Source: an optimization exercise on an open RTL-to-GDS flow (aim: small area, a short achievable clock period and few clock cycles). Production flows keep margins and buffers that such runs may drop.
Function was checked by simulation only, so behaviour that the tests miss may differ from the original.
No activity file was given, so power comes from the tool's default toggle rates.

## flow/design.v (module list and top-level ports; edited modules follow where they fit)
// module sin_fopi_win: 4 lines
// module sin_coef_rom: 785 lines
// module sin_csa_mul: 863 lines
// module xillybus_wrapper: 253 lines
module xillybus_wrapper (
    input  wire        ap_clk,
    input  wire        ap_rst,
    input  wire [31:0] in_r_dout,
    input  wire        in_r_empty_n,
    output wire        in_r_read,
    output wire [31:0] out_r_din,
    input  wire        out_r_full_n,
    output wire        out_r_write,
    input  wire [7:0]  debug_ready,
    output wire [7:0]  debug_out,
    output wire        debug_out_ap_vld
);
  // ...
==> flow/run.sh <==
#!/bin/bash
# synth_recipe.tcl (not shown) runs the flow's synth.tcl, then flattens the netlist and writes it again
# the make line also repeats each setting of config.mk as NAME=value (left out here)
make -C /OpenROAD-flow-scripts/flow DESIGN_CONFIG=/design/flow/config.mk WORK_HOME=/design/flow/orfs CLKGATE_MAP_FILE= SYNTH_SCRIPT=/design/flow/synth_recipe.tcl finish
==> flow/config.mk <==
export PLATFORM = sky130hd
export DESIGN_NAME = xillybus_wrapper
export DESIGN_NICKNAME = xillybus_wrapper
export VERILOG_FILES = /design/flow/design.v
export SDC_FILE = /design/flow/constraint.sdc
export NUM_CORES = 4
export LEC_CHECK = 0
export ABC_AREA = 1
export CAP_MARGIN = 35
export CORE_MARGIN = 2
export CORE_UTILIZATION = 40
export SETUP_SLACK_MARGIN = 5
export SLEW_MARGIN = 35
export SYNTH_MEMORY_MAX_BITS = 16384
==> flow/constraint.sdc <==
create_clock -name core_clock -period 10.0 [get_ports {ap_clk}]
set_input_delay 2.0000 -clock core_clock [delete_from_list [all_inputs] [get_ports {ap_clk}]]
set_output_delay 2.0000 -clock core_clock [all_outputs]
set_load 0.01 [all_outputs]
==> flow_metrics.env, run 1 <==
export IMPL_grt_max_degree=78
export IMPL_netlist_area_um2=56300
export IMPL_drt_iter0_drc=13037
export IMPL_syn_area_per_cell_um2=6.49
export IMPL_buf_share_pct=5.32
export IMPL_gr_usage_met3_pct=26.6
export IMPL_rsz0062_at_grt="true"
export IMPL_period_minus_slack_ns=5.54
export IMPL_final_clk_cell_share_pct=2.37
export IMPL_fillCellCount=14487
export IMPL_clock_path_buffers=3
export IMPL_synth_simple_area_share_pct=24.9
export IMPL_regToRegSetupSlack_ns=4.46
export IMPL_p_seq_mw=3.28
export IMPL_combPwrFrac_pct=80.8
export IMPL_ys_warn_count=2
export IMPL_final_common_cell="nand2_1"
export IMPL_cts_htree_levels=2
export IMPL_largest_register="R"
export IMPL_path_buf_inv=5
export IMPL_powerComb_mw=21.2
export IMPL_internal_power_mw=11.9
export IMPL_routedWlPerCell_um=36.4
export IMPL_synth_edf_count=195
export IMPL_synth_top_area_share_pct=10.4
export IMPL_multi_input_area_um2=41100
export IMPL_fin_util_pct=44.8
export IMPL_hold_depth=2
export IMPL_yosys_cell_count_top_type="nand2_1"
export IMPL_synth_cell_type_count=85
export IMPL_grt_total_usage_pct=51.2
export IMPL_slowest_stage="a2111oi_2"
export IMPL_cts_tree="built"
export IMPL_critPathTopFamily="compound AO/OA/AOI/OAI gates"
export IMPL_crit_end="R[13]"
export IMPL_antenna_left=0
export IMPL_reg_top3="R x58, S x47"
export IMPL_status="finished clean"
export IMPL_most_common_layout_cells="nand2_1 (1516), inv_1 (1100), o21ai_0 (757), nand3_1 (720), nor2_1 (717)"
export IMPL_netlist_instances=8676
Testbench counts, summed over its fixed seeds: cycles 13,454.
==> module sin_fopi_win, before the edit <==
module sin_fopi_win(input [7:0] q, output [15:0] w);
  localparam [255:0] FOPI = 256'h000000000000028be60db9391054a7f09d5f47d4d377036d8a5664f10e417f94;
  assign w = FOPI >> q;
endmodule
==> module xillybus_wrapper, before the edit <==
module xillybus_wrapper (
    input  wire        ap_clk,
    input  wire        ap_rst,
    input  wire [31:0] in_r_dout,
    input  wire        in_r_empty_n,
    output wire        in_r_read,
    output wire [31:0] out_r_din,
    input  wire        out_r_full_n,
    output wire        out_r_write,
    input  wire [7:0]  debug_ready,
    output wire [7:0]  debug_out,
    output wire        debug_out_ap_vld
);
reg         inx2;      
reg         x1v;       
reg         ypend;     
reg         cpend;     
reg  [31:0] Y1;        
wire [31:0] X1 = Y1 - 32'd1;   
reg         osin;      
reg  [4:0]  sc;        
reg         respend;   
wire rd_x1 = ~inx2 & ~x1v;
wire rd_x2 = inx2 & (sc == 5'd0);
assign in_r_read = in_r_empty_n & (rd_x1 | rd_x2);
wire ld_x1 = in_r_read & ~inx2;
wire ld_x2 = in_r_read & inx2;
wire wr_y = ~osin & x1v & ypend;
wire wr_s = osin & respend;
assign out_r_write = out_r_full_n & (wr_y | wr_s);
wire y_done = out_r_full_n & wr_y;
wire s_done = out_r_full_n & wr_s;
reg  [57:0] R;
assign out_r_din = osin ? R[31:0] : Y1;
reg  [1:0]  cst;       
reg  [3:0]  cstep;
reg  [39:0] bcd;
reg  [3:0]  ptr;
function [3:0] add3;
    input [3:0] d;
    add3 = (d >= 4'd5) ? d + 4'd3 : d;
endfunction
function [39:0] dab1;
    input [39:0] b;
    input        bit_in;
    integer k;
    reg [39:0] t;
    begin
        for (k = 0; k < 10; k = k + 1) t[4*k +: 4] = add3(b[4*k +: 4]);
        dab1 = {t[38:0], bit_in};
    end
endfunction
reg  [2:0]  cb;        
reg  [2:0]  cb_n;
always @(*) begin
    case (cstep)
        4'd0: cb_n = X1[26:24]; 4'd1: cb_n = X1[23:21]; 4'd2: cb_n = X1[20:18];
        4'd3: cb_n = X1[17:15]; 4'd4: cb_n = X1[14:12]; 4'd5: cb_n = X1[11:9];
        4'd6: cb_n = X1[8:6];   4'd7: cb_n = X1[5:3];   default: cb_n = X1[2:0];
    endcase
end
wire [39:0] bcd_n = dab1(dab1(dab1(bcd, cb[2]), cb[1]), cb[0]);
reg  [3:0]  msd;
integer mi;
always @(*) begin
    msd = 4'd0;
    for (mi = 1; mi < 10; mi = mi + 1)
        if (bcd[4*mi +: 4] != 4'd0) msd = mi;
end
reg  [1:0]  dph;       
reg  [3:0]  dpos;
reg  [7:0]  ctext;
always @(*) begin
    case (dpos)
        4'd0:  ctext = 8'h48; 4'd1:  ctext = 8'h65; 4'd2:  ctext = 8'h6c;
        4'd3:  ctext = 8'h6c; 4'd4:  ctext = 8'h6f; 4'd5:  ctext = 8'h2c;
        4'd6:  ctext = 8'h20; 4'd7:  ctext = 8'h77; 4'd8:  ctext = 8'h6f;
        4'd9:  ctext = 8'h72; 4'd10: ctext = 8'h6c; 4'd11: ctext = 8'h64;
        4'd12: ctext = 8'h0a; 4'd13: ctext = 8'h78; 4'd14: ctext = 8'h31;
        default: ctext = 8'h3d;
    endcase
end
wire [3:0] digit = bcd[4*ptr +: 4];
wire dvalid = (dph != 2'd1) | (cst == 2'd3);
assign debug_out_ap_vld = debug_ready[0] & dvalid;
assign debug_out = (dph == 2'd0) ? ctext : (dph == 2'd1) ? {4'h3, digit} : 8'h0a;
wire d_emit = debug_out_ap_vld;
wire last_digit = d_emit & (dph == 2'd1) & (ptr == 4'd0);
always @(posedge ap_clk) begin
    if (ap_rst) begin
        inx2 <= 1'b0; x1v <= 1'b0; ypend <= 1'b0; cpend <= 1'b0; osin <= 1'b0;
        cst <= 2'd0; dph <= 2'd0; dpos <= 4'd0;
    end else begin
        if (ld_x1) inx2 <= 1'b1;
        if (ld_x2) inx2 <= 1'b0;
        if (y_done) osin <= 1'b1;
        if (s_done) osin <= 1'b0;
        if (ld_x1) begin
            Y1 <= in_r_dout + 32'd1; x1v <= 1'b1; ypend <= 1'b1; cpend <= 1'b1;
        end else begin
            if (y_done) ypend <= 1'b0;
            if (cst == 2'd1 && cstep == 4'd9) cpend <= 1'b0;
            if ((~ypend | y_done) & (~cpend | (cst == 2'd1 && cstep == 4'd9))) x1v <= 1'b0;
        end
        case (cst)
            2'd0: if (x1v & cpend) begin
                bcd <= {38'd0, X1[31:30]}; cb <= X1[29:27]; cstep <= 4'd0; cst <= 2'd1;
            end
            2'd1: begin
                bcd <= bcd_n; cb <= cb_n; cstep <= cstep + 4'd1;
                if (cstep == 4'd9) cst <= 2'd2;
            end
            2'd2: begin ptr <= msd; cst <= 2'd3; end
            default: begin
                if (d_emit & (dph == 2'd1)) ptr <= ptr - 4'd1;
                if (last_digit) cst <= 2'd0;
            end
        endcase
        if (d_emit) begin
            case (dph)
                2'd0: begin dpos <= dpos + 4'd1; if (dpos == 4'd15) dph <= 2'd1; end
                2'd1: if (ptr == 4'd0) dph <= 2'd2;
                default: begin dph <= 2'd0; dpos <= 4'd0; end
            endcase
        end
    end
end
reg  signed [29:0] A;
reg         [15:0] C;
reg         [46:0] PS, PC;
reg  signed [46:0] S;
reg  [2:0]  K;
reg  [7:0]  E;
reg         SG, ZF, COSB;
reg  [7:0]  Q;
reg  signed [9:0] E9;
wire cp = (E < 8'd126);
wire [15:0] win;
sin_fopi_win u_win (.q(Q), .w(win));
wire [28:0] rt1;
wire [22:0] rs6;
wire [14:0] rs8;
sin_coef_rom u_rom (.a({~COSB, R[28:22]}), .t1(rt1), .s6(rs6), .s8(rs8));
wire [46:0] ps_n, pc_n;
sin_csa_mul u_mul (.a(A), .c(C), .ps(ps_n), .pc(pc_n));
reg  [4:0]  sc_n;
reg         acc_sh, acc_mk, acc_x, a_fwd;
wire signed [46:0] accin = acc_sh ? (S >>> 16) :
                           acc_mk ? $signed({S[46:16], 16'd0}) : 47'sd0;
wire signed [46:0] xadd  = acc_x ? $signed({{2{R[28]}}, R[28:0], 16'd0}) : 47'sd0;
wire signed [46:0] macc  = accin + xadd + $signed(PS) + $signed(PC);
wire [57:0] v58 = {S[12:0], R[47:3]};
wire [2:0]  kk = cp ? 3'd0 : S[15:13];
wire [57:0] p7 = kk[0] ? (58'd0 - v58) : v58;
function [4:0] clz29;
    input [28:0] x;
    integer i;
    begin
        clz29 = 5'd29;
        for (i = 0; i < 29; i = i + 1)
            if (x[i]) clz29 = 28 - i;
    end
endfunction
wire [28:0] hi  = R[57:29];
wire [4:0]  z   = clz29(hi);
wire [57:0] nsh = R << z;
wire [28:0] Mx  = nsh[57:29];
wire [7:0]  Ex  = (cp ? (E + 8'd131) : 8'd0) - {3'd0, z};
wire        cosb = K[0] ^ K[1];
wire [7:0]  ep  = 8'd125 - E;
wire [28:0] B   = ~cp ? hi : (ep >= 8'd29) ? 29'd0 : (hi >> ep[4:0]);
wire [28:0] mxs = cosb ? 29'h1fffffff : Mx;
wire [7:0]  Exs = cosb ? 8'd0 : Ex;
wire [28:0] rv   = S[44:16];
wire [4:0]  z2   = clz29(rv);
wire [28:0] val  = rv << z2;
wire signed [9:0] ne = E9 - $signed({5'd0, z2});
wire        uf   = ne[9] | (rv == 29'd0);
wire [7:0]  fexp = uf ? 8'd0 : ne[7:0];
wire [22:0] fman = uf ? 23'd0 : val[27:5];
wire        infn = (E == 8'hff);
reg         s271;
always @(*) begin
    case ({COSB, SG, K})
        5'h13, 5'h14, 5'h15, 5'h16, 5'h19, 5'h1a, 5'h1b, 5'h1c: s271 = 1'b1;    
        5'h02, 5'h04, 5'h05, 5'h07, 5'h08, 5'h0a, 5'h0b, 5'h0d: s271 = 1'b1;    
        default: s271 = 1'b0;
    endcase
end
wire [31:0] res = ZF   ? {SG, 31'd0} :
                  infn ? 32'h7fffffff :
                         {s271, fexp, fman};
always @(*) begin
    case (sc)
        5'd0: sc_n = ld_x2 ? 5'd1 : 5'd0;
        5'd1: sc_n = respend ? 5'd1 : 5'd2;
        5'd18: sc_n = 5'd0;
        default: sc_n = sc + 5'd1;
    endcase
end
always @(posedge ap_clk) begin
    if (ap_rst) begin
        sc <= 5'd0; respend <= 1'b0;
        acc_sh <= 1'b0; acc_mk <= 1'b0; acc_x <= 1'b0; a_fwd <= 1'b0;
    end else begin
        sc <= sc_n;
        if (s_done) respend <= 1'b0;
        if (sc == 5'd18) respend <= 1'b1;
        acc_sh <= (sc_n == 5'd4) | (sc_n == 5'd5) | (sc_n == 5'd6) | (sc_n == 5'd7) |
                  (sc_n == 5'd13) | (sc_n == 5'd17);
        acc_mk <= (sc_n == 5'd14);
        acc_x  <= (sc_n == 5'd14);
        a_fwd  <= (sc_n == 5'd14);
    end
end
always @(posedge ap_clk) begin
    PS <= ps_n;
    PC <= pc_n;
    S  <= macc;
    if (ld_x2) begin
        E  <= in_r_dout[30:23];
        SG <= in_r_dout[31];
        ZF <= (in_r_dout[30:0] == 31'd0);
        Q  <= (in_r_dout[30:23] < 8'd126) ? 8'd149 : (8'd18 - in_r_dout[30:23]);
    end else if ((sc == 5'd1 && ~respend) || sc == 5'd2 || sc == 5'd3 || sc == 5'd4) begin
        Q <= Q + 8'd16;
    end
    case (sc)
        5'd9:  C <= {1'b0, B[21:7]};
        5'd10: C <= {R[6:0], 9'd0};
        5'd11: C <= {1'b0, R[21:7]};
        5'd12: C <= {1'b0, S[29:15]};
        5'd14: C <= {R[41:29], 3'd0};
        5'd15: C <= R[57:42];
        default: C <= win;
    endcase
    if (ld_x2) A <= {6'd0, 1'b1, in_r_dout[22:0]};
    else case (sc)
        5'd9:  A <= {15'd0, B[21:7]};
        5'd10: A <= {{7{rs6[22]}}, rs6};
        5'd12: A <= {{15{rs8[14]}}, rs8};
        default: if (a_fwd) A <= macc[45:16];
    endcase
    case (sc)
        5'd5, 5'd6, 5'd7: R[47:0] <= {S[15:0], R[47:16]};
        5'd8: begin R <= p7; K <= kk; end
        5'd9: begin R <= {mxs, B}; COSB <= cosb; E9 <= 10'sd127 + $signed({{2{Exs[7]}}, Exs}); end
        5'd12: R[28:0] <= rt1;
        5'd18: R[31:0] <= res;
        default: ;
    endcase
end
endmodule
==> run 2, diff against run 1 <==
--- a/flow/design.v
+++ b/flow/design.v
@@ -1,6 +1,47 @@
 `timescale 1 ns / 1 ps
 module sin_fopi_win(input [7:0] q, output [15:0] w);
-  localparam [255:0] FOPI = 256'h000000000000028be60db9391054a7f09d5f47d4d377036d8a5664f10e417f94;
-  assign w = FOPI >> q;
+  reg [15:0] lo, hi;
+  always @(*) begin
+    case (q[7:4])
+      4'd0: lo = 16'h7f94;
+      4'd1: lo = 16'h0e41;
+      4'd2: lo = 16'h64f1;
+      4'd3: lo = 16'h8a56;
+      4'd4: lo = 16'h036d;
+      4'd5: lo = 16'hd377;
+      4'd6: lo = 16'h47d4;
+      4'd7: lo = 16'h9d5f;
+      4'd8: lo = 16'ha7f0;
+      4'd9: lo = 16'h1054;
+      4'd10: lo = 16'hb939;
+      4'd11: lo = 16'he60d;
+      4'd12: lo = 16'h028b;
+      4'd13: lo = 16'h0000;
+      4'd14: lo = 16'h0000;
+      4'd15: lo = 16'h0000;
+    endcase
+  end
+  always @(*) begin
+    case (q[7:4])
+      4'd0: hi = 16'h0e41;
+      4'd1: hi = 16'h64f1;
+      4'd2: hi = 16'h8a56;
+      4'd3: hi = 16'h036d;
+      4'd4: hi = 16'hd377;
+      4'd5: hi = 16'h47d4;
+      4'd6: hi = 16'h9d5f;
+      4'd7: hi = 16'ha7f0;
+      4'd8: hi = 16'h1054;
+      4'd9: hi = 16'hb939;
+      4'd10: hi = 16'he60d;
+      4'd11: hi = 16'h028b;
+      4'd12: hi = 16'h0000;
+      4'd13: hi = 16'h0000;
+      4'd14: hi = 16'h0000;
+      4'd15: hi = 16'h0000;
+    endcase
+  end
+  wire [31:0] f = {hi, lo} >> q[3:0];
+  assign w = f[15:0];
 endmodule
 `timescale 1 ns / 1 ps
@@ -1801,5 +1842,5 @@
 sin_csa_mul u_mul (.a(A), .c(C), .ps(ps_n), .pc(pc_n));
 reg  [4:0]  sc_n;
-reg         acc_sh, acc_mk, acc_x, a_fwd;
+reg         acc_sh, acc_mk, acc_x;
 wire signed [46:0] accin = acc_sh ? (S >>> 16) :
                            acc_mk ? $signed({S[46:16], 16'd0}) : 47'sd0;
@@ -1818,7 +1859,10 @@
     end
 endfunction
+wire        fin = (sc == 5'd19);
+wire [28:0] rv  = S[44:16];
+wire [57:0] nin = fin ? {rv, 29'd0} : R;
 wire [28:0] hi  = R[57:29];
-wire [4:0]  z   = clz29(hi);
-wire [57:0] nsh = R << z;
+wire [4:0]  z   = clz29(nin[57:29]);
+wire [57:0] nsh = nin << z;
 wire [28:0] Mx  = nsh[57:29];
 wire [7:0]  Ex  = (cp ? (E + 8'd131) : 8'd0) - {3'd0, z};
@@ -1828,7 +1872,6 @@
 wire [28:0] mxs = cosb ? 29'h1fffffff : Mx;
 wire [7:0]  Exs = cosb ? 8'd0 : Ex;
-wire [28:0] rv   = S[44:16];
-wire [4:0]  z2   = clz29(rv);
-wire [28:0] val  = rv << z2;
+wire [4:0]  z2   = z;
+wire [28:0] val  = Mx;
 wire signed [9:0] ne = E9 - $signed({5'd0, z2});
 wire        uf   = ne[9] | (rv == 29'd0);
@@ -1851,5 +1894,5 @@
         5'd0: sc_n = ld_x2 ? 5'd1 : 5'd0;
         5'd1: sc_n = respend ? 5'd1 : 5'd2;
-        5'd18: sc_n = 5'd0;
+        5'd19: sc_n = 5'd0;
         default: sc_n = sc + 5'd1;
     endcase
@@ -1858,14 +1901,13 @@
     if (ap_rst) begin
         sc <= 5'd0; respend <= 1'b0;
-        acc_sh <= 1'b0; acc_mk <= 1'b0; acc_x <= 1'b0; a_fwd <= 1'b0;
+        acc_sh <= 1'b0; acc_mk <= 1'b0; acc_x <= 1'b0;
     end else begin
         sc <= sc_n;
         if (s_done) respend <= 1'b0;
-        if (sc == 5'd18) respend <= 1'b1;
+        if (sc == 5'd19) respend <= 1'b1;
         acc_sh <= (sc_n == 5'd4) | (sc_n == 5'd5) | (sc_n == 5'd6) | (sc_n == 5'd7) |
-                  (sc_n == 5'd13) | (sc_n == 5'd17);
+                  (sc_n == 5'd13) | (sc_n == 5'd18);
         acc_mk <= (sc_n == 5'd14);
         acc_x  <= (sc_n == 5'd14);
-        a_fwd  <= (sc_n == 5'd14);
     end
 end
@@ -1887,6 +1929,6 @@
         5'd11: C <= {1'b0, R[21:7]};
         5'd12: C <= {1'b0, S[29:15]};
-        5'd14: C <= {R[41:29], 3'd0};
-        5'd15: C <= R[57:42];
+        5'd15: C <= {R[41:29], 3'd0};
+        5'd16: C <= R[57:42];
         default: C <= win;
     endcase
@@ -1896,5 +1938,6 @@
         5'd10: A <= {{7{rs6[22]}}, rs6};
         5'd12: A <= {{15{rs8[14]}}, rs8};
-        default: if (a_fwd) A <= macc[45:16];
+        5'd15: A <= S[45:16];
+        default: ;
     endcase
     case (sc)
@@ -1903,5 +1946,5 @@
         5'd9: begin R <= {mxs, B}; COSB <= cosb; E9 <= 10'sd127 + $signed({{2{Exs[7]}}, Exs}); end
         5'd12: R[28:0] <= rt1;
-        5'd18: R[31:0] <= res;
+        5'd19: R[31:0] <= res;
         default: ;
     endcase
==> run 2 against run 1 <==
Power is 23% lower. Register-to-register slack hardly changed. Cell count is 5.3% lower. Utilization is 0.58 points higher. Critical endpoint is now R[20]. Largest cell class unchanged.
==> flow_metrics.env, run 2 <==
export IMPL_die_h_um=371
export IMPL_io_pins=87
export IMPL_timing_rr_start="R[24]"
export IMPL_hold_class="reg2reg"
export IMPL_yosysSeqAreaShare_pct=19.1
export IMPL_critPathArrivalTime_ns=5.93
export IMPL_critPathTopFamily="compound AO/OA/AOI/OAI gates"
export IMPL_crit_chain="buf_6 -> clkinv_1 -> buf_4 -> ha_1 -> clkinvlp_4 -> a21oi_1 -> o21ai_0 -> nand2_1 -> nand3_1 -> nand3_1 -> a21oi_1 -> a221oi_1 -> nand3_1"
export IMPL_initial_core_util_pct=40.3
export IMPL_dp_hpwl_um=283000
export IMPL_hold_violations=0
export IMPL_ctsHoldBuffers=0
export IMPL_vdd_drop_max_uv=1090
export IMPL_async_flop_share_pct=0
export IMPL_post_place_ws_ns=3.12
export IMPL_gp_congestion=1.27
export IMPL_syn_num_nets=8698
export IMPL_largest_register="R"
export IMPL_synth_area_top_cells="edfxtp_1 (11%), nand2_1 (11%), fa_1 (10%)"
export IMPL_drt_wl_total_um=379000
export IMPL_clock_path_buffers=3
export IMPL_grt_first_pass_wirelength_um=504000
export IMPL_worst_path_stages=13
export IMPL_min_period_over_period_pct=55.4
export IMPL_vias_per_cell=6.95
export IMPL_routedWlPerCell_um=37.9
export IMPL_core_area_um2=133000
export IMPL_final_common_cell="nand2_1"
export IMPL_netlist_area_um2=53800
export IMPL_critPathLaunchType="register"
export IMPL_dr_pass1_iters=12
export IMPL_most_common_layout_cells="nand2_1 (1495), inv_1 (1071), o21ai_0 (755), nor2_1 (632), nand3_1 (605)"
export IMPL_first_global_vias=62586
export IMPL_worstPathRequired_ns=10.40
export IMPL_vias=69392
export IMPL_cts_tree="built"
export IMPL_rsz0062_at_grt="true"
export IMPL_fillCellCount=13740
export IMPL_die_w_um=371
export IMPL_antenna_left=0
export IMPL_syn2layout_area_growth_pct=12.7
export IMPL_period_minus_slack_ns=5.54
export IMPL_portBuffers=78
export IMPL_r2r_cells=13
export IMPL_finalClockSkew_ns=0.0456
export IMPL_power_leakage_nw=27.5
export IMPL_power_density_nw_per_um2=334
export IMPL_end_kind="register"
export IMPL_regToRegSetupSlack_ns=4.46
export IMPL_setup_viol=0
export IMPL_fin_tns_setup_ns=0
export IMPL_relSlewSlack_pct=19.9
export IMPL_antenna_found_initial=56
export IMPL_synth_edf_count=195
export IMPL_crit_top_cell="nand3_1"
export IMPL_cp_max_fo=25
export IMPL_drt_iter0_drc=13915
export IMPL_fmax_mhz=181
export IMPL_cts_root_buf="clkbuf_16"
export IMPL_reg_top3="R x58, S x47"
export IMPL_maxSlewViolCount=0
export IMPL_synth_top_cell_by_area="edfxtp_1"
export IMPL_nets=8684
export IMPL_ys_warn_count=3
export IMPL_ys_ff_latch=416
export IMPL_synth_top_area_share_pct=10.9
export IMPL_cts_htree_levels=2
export IMPL_syn_area_per_cell_um2=6.60
export IMPL_grt_max_degree=80
export IMPL_hold_depth=2
export IMPL_cts_clk_slew_worst_paths_ns=0.07
export IMPL_overflow=0
export IMPL_cts_made_buffers=53
export IMPL_synth_common_cells="nand2_1 (1524), inv_1 (1083), o21ai_0 (794)"
export IMPL_hold_end="bcd[0]"
export IMPL_hp_start="cb[0]"
export IMPL_yosys_cell_count_top_type="nand2_1"
export IMPL_largest_register_ff_count=58
export IMPL_clock_sinks=416
export IMPL_worst_pin_slew_ns=1.20
export IMPL_critical_path_class="reg2reg"
export IMPL_drv_cap=0
export IMPL_synth_cell_type_count=72
export IMPL_dieArea_um2=137000
export IMPL_drive_gt1_share_pct=8.28
export IMPL_drc=0
export IMPL_status="finished clean"
export IMPL_r2r_end="R[20]"
export IMPL_grt_total_usage_pct=52.7
export IMPL_insertion_delay_ns=0.68
export IMPL_path_buf_inv=4
export IMPL_setup_slack_ns=4.46
export IMPL_slowest_stage="ha_1"
export IMPL_netlist_instances=8153
export IMPL_slowest_delay_ns=0.85
export IMPL_rows=134
export IMPL_synth_ff_type="dfxtp_1"
-- run 2: changes by cell type after synthesis, sizes merged, moves of 12 or more --
cell / previous run / this run
nor2: 783 / 680
nand3: 724 / 610
o211ai: 134 / 97
dfxtp: 190 / 221
buf: 126 / 100
nand2: 1549 / 1529
o31ai: 50 / 31
clkbuf: 397 / 383
inv: 1152 / 1096
a21oi: 647 / 553
nor4: 47 / 28
ha: 241 / 229
-- run 2: logic make-up after synthesis --
kind of cell | Yosys count | synth area share, %
buffers and inverters | 1603 | 11.4
and+or+nand+nor | 3054 | 23.7
muxes | 24 | 0.446
xor gates and xnor gates | 366 | 5.96
DFF | 416 | 19.1
adders and majority gates | 501 | 15.4
other | 1 | 0.00697
AOI/OAI and AO/OA | 2188 | 23.9
-- run 2: worst reg2reg max path, delay by kind of cell, from the launching register on --
family | cells | cell delay [ns]
buffers and inverters | 4 | 1.68
DFF | 1 | 0.53
and+or+nand+nor | 4 | 0.47
adders and majority gates | 1 | 0.90
AOI/OAI and AO/OA | 4 | 1.69
-- run 2: per-stage QoR --
step           instances  power [mW]  cell area (um2)  utilization, %  hold WS [ns]
6_report            9986        20.3            60600            45.4         0.539
5_1_grt             9959        21.7            60600            45.4         0.580
4_1_cts             9898        19.4            59600            44.6         0.538
3_5_place_dp        9773        17.2            57100            42.8         0.511
3_3_place_gp        9772        16.5            57100            42.8         0.494
2_1_floorplan       8153        12.3            53800               -         0.367
-- run 2: report_power, final --
part	switching (mW)	leakage (nW)	internal [mW]	total [mW]
logic	9.28	22.9	5.70	15.0
registers	0.485	3.65	2.67	3.16
clock network	0.897	0.941	1.21	2.11
-- run 2: cell type report --
type	instances	area, um2	area share [%]
Multi-Input combinational cell	6140	38400	63.3
Timing Repair Buffer	405	3490	5.76
Inverter	1120	4260	7.02
Clock buffer	71	1590	2.63
Sequential cell	416	10300	17.0
Clock inverter	29	307	0.506
Tap cell	1768	2210	3.65
Timing Repair inverter	3	22.5	0.0371
Antenna cell	34	85.1	0.140
-- run 2: how the worst max path moves through the flow --
stage | end | from
after floorplan | bcd[0] | ap_rst
after global placement | R[24] | sc[0]
after detailed placement | R[24] | sc[0]
after CTS | A[9] | R[22]
after global routing | S[43] | acc_sh
final | R[20] | R[24]
-- run 2: repair_timing --
action / CTS / global route
setup endpoints to repair: 136 / 109
buffers inserted: 17 / 46
resized for setup: 98 / 116
cloned: 8 / 5
pin swaps: 10 / 23
-- run 2: metal layers --
layer,vias up,part of all wire (%),global-route usage [%]
met2,7024,37,69.4
li1,27614,-,-
met3,1881,18,31.6
met1,32794,36,63.9
met5,-,0.59,8.22
met4,79,8.2,31.8
Testbench counts of run 2, summed over its fixed seeds: cycles 13,454.

==> what the ideal ports hide <==
How much do the figures lean on ideal ports? The routed layouts below were timed once more, with nothing changed but the port constraints.
Step 1 sets driving cells, clkbuf_16 on the clock port and buf_2 on the other inputs (assumed; they add their load-dependent delay and slew).
Step 2 moves the port delays by t, midway between the first and last clock arrival at a register: inputs arrive t later, outputs are due t later. That takes back most of the time a late clock gives input paths.
Slacks: ideal / step 1 / step 2; pairs: ideal / step 1.
run	shift t [ns]	setup WS [ns]	worst hold slack (ns)	latest minus earliest clock arrival (ns)	worst data-port slew with drivers (ns)
run 1	0.683	4.459 / 4.459 / 4.459	0.531 / 0.531 / 0.531	0.033 / 0.033	0.05
run 2	0.748	4.465 / 4.465 / 4.465	0.539 / 0.539 / 0.539	0.050 / 0.050	0.05
After both steps every run listed still meets setup and hold.
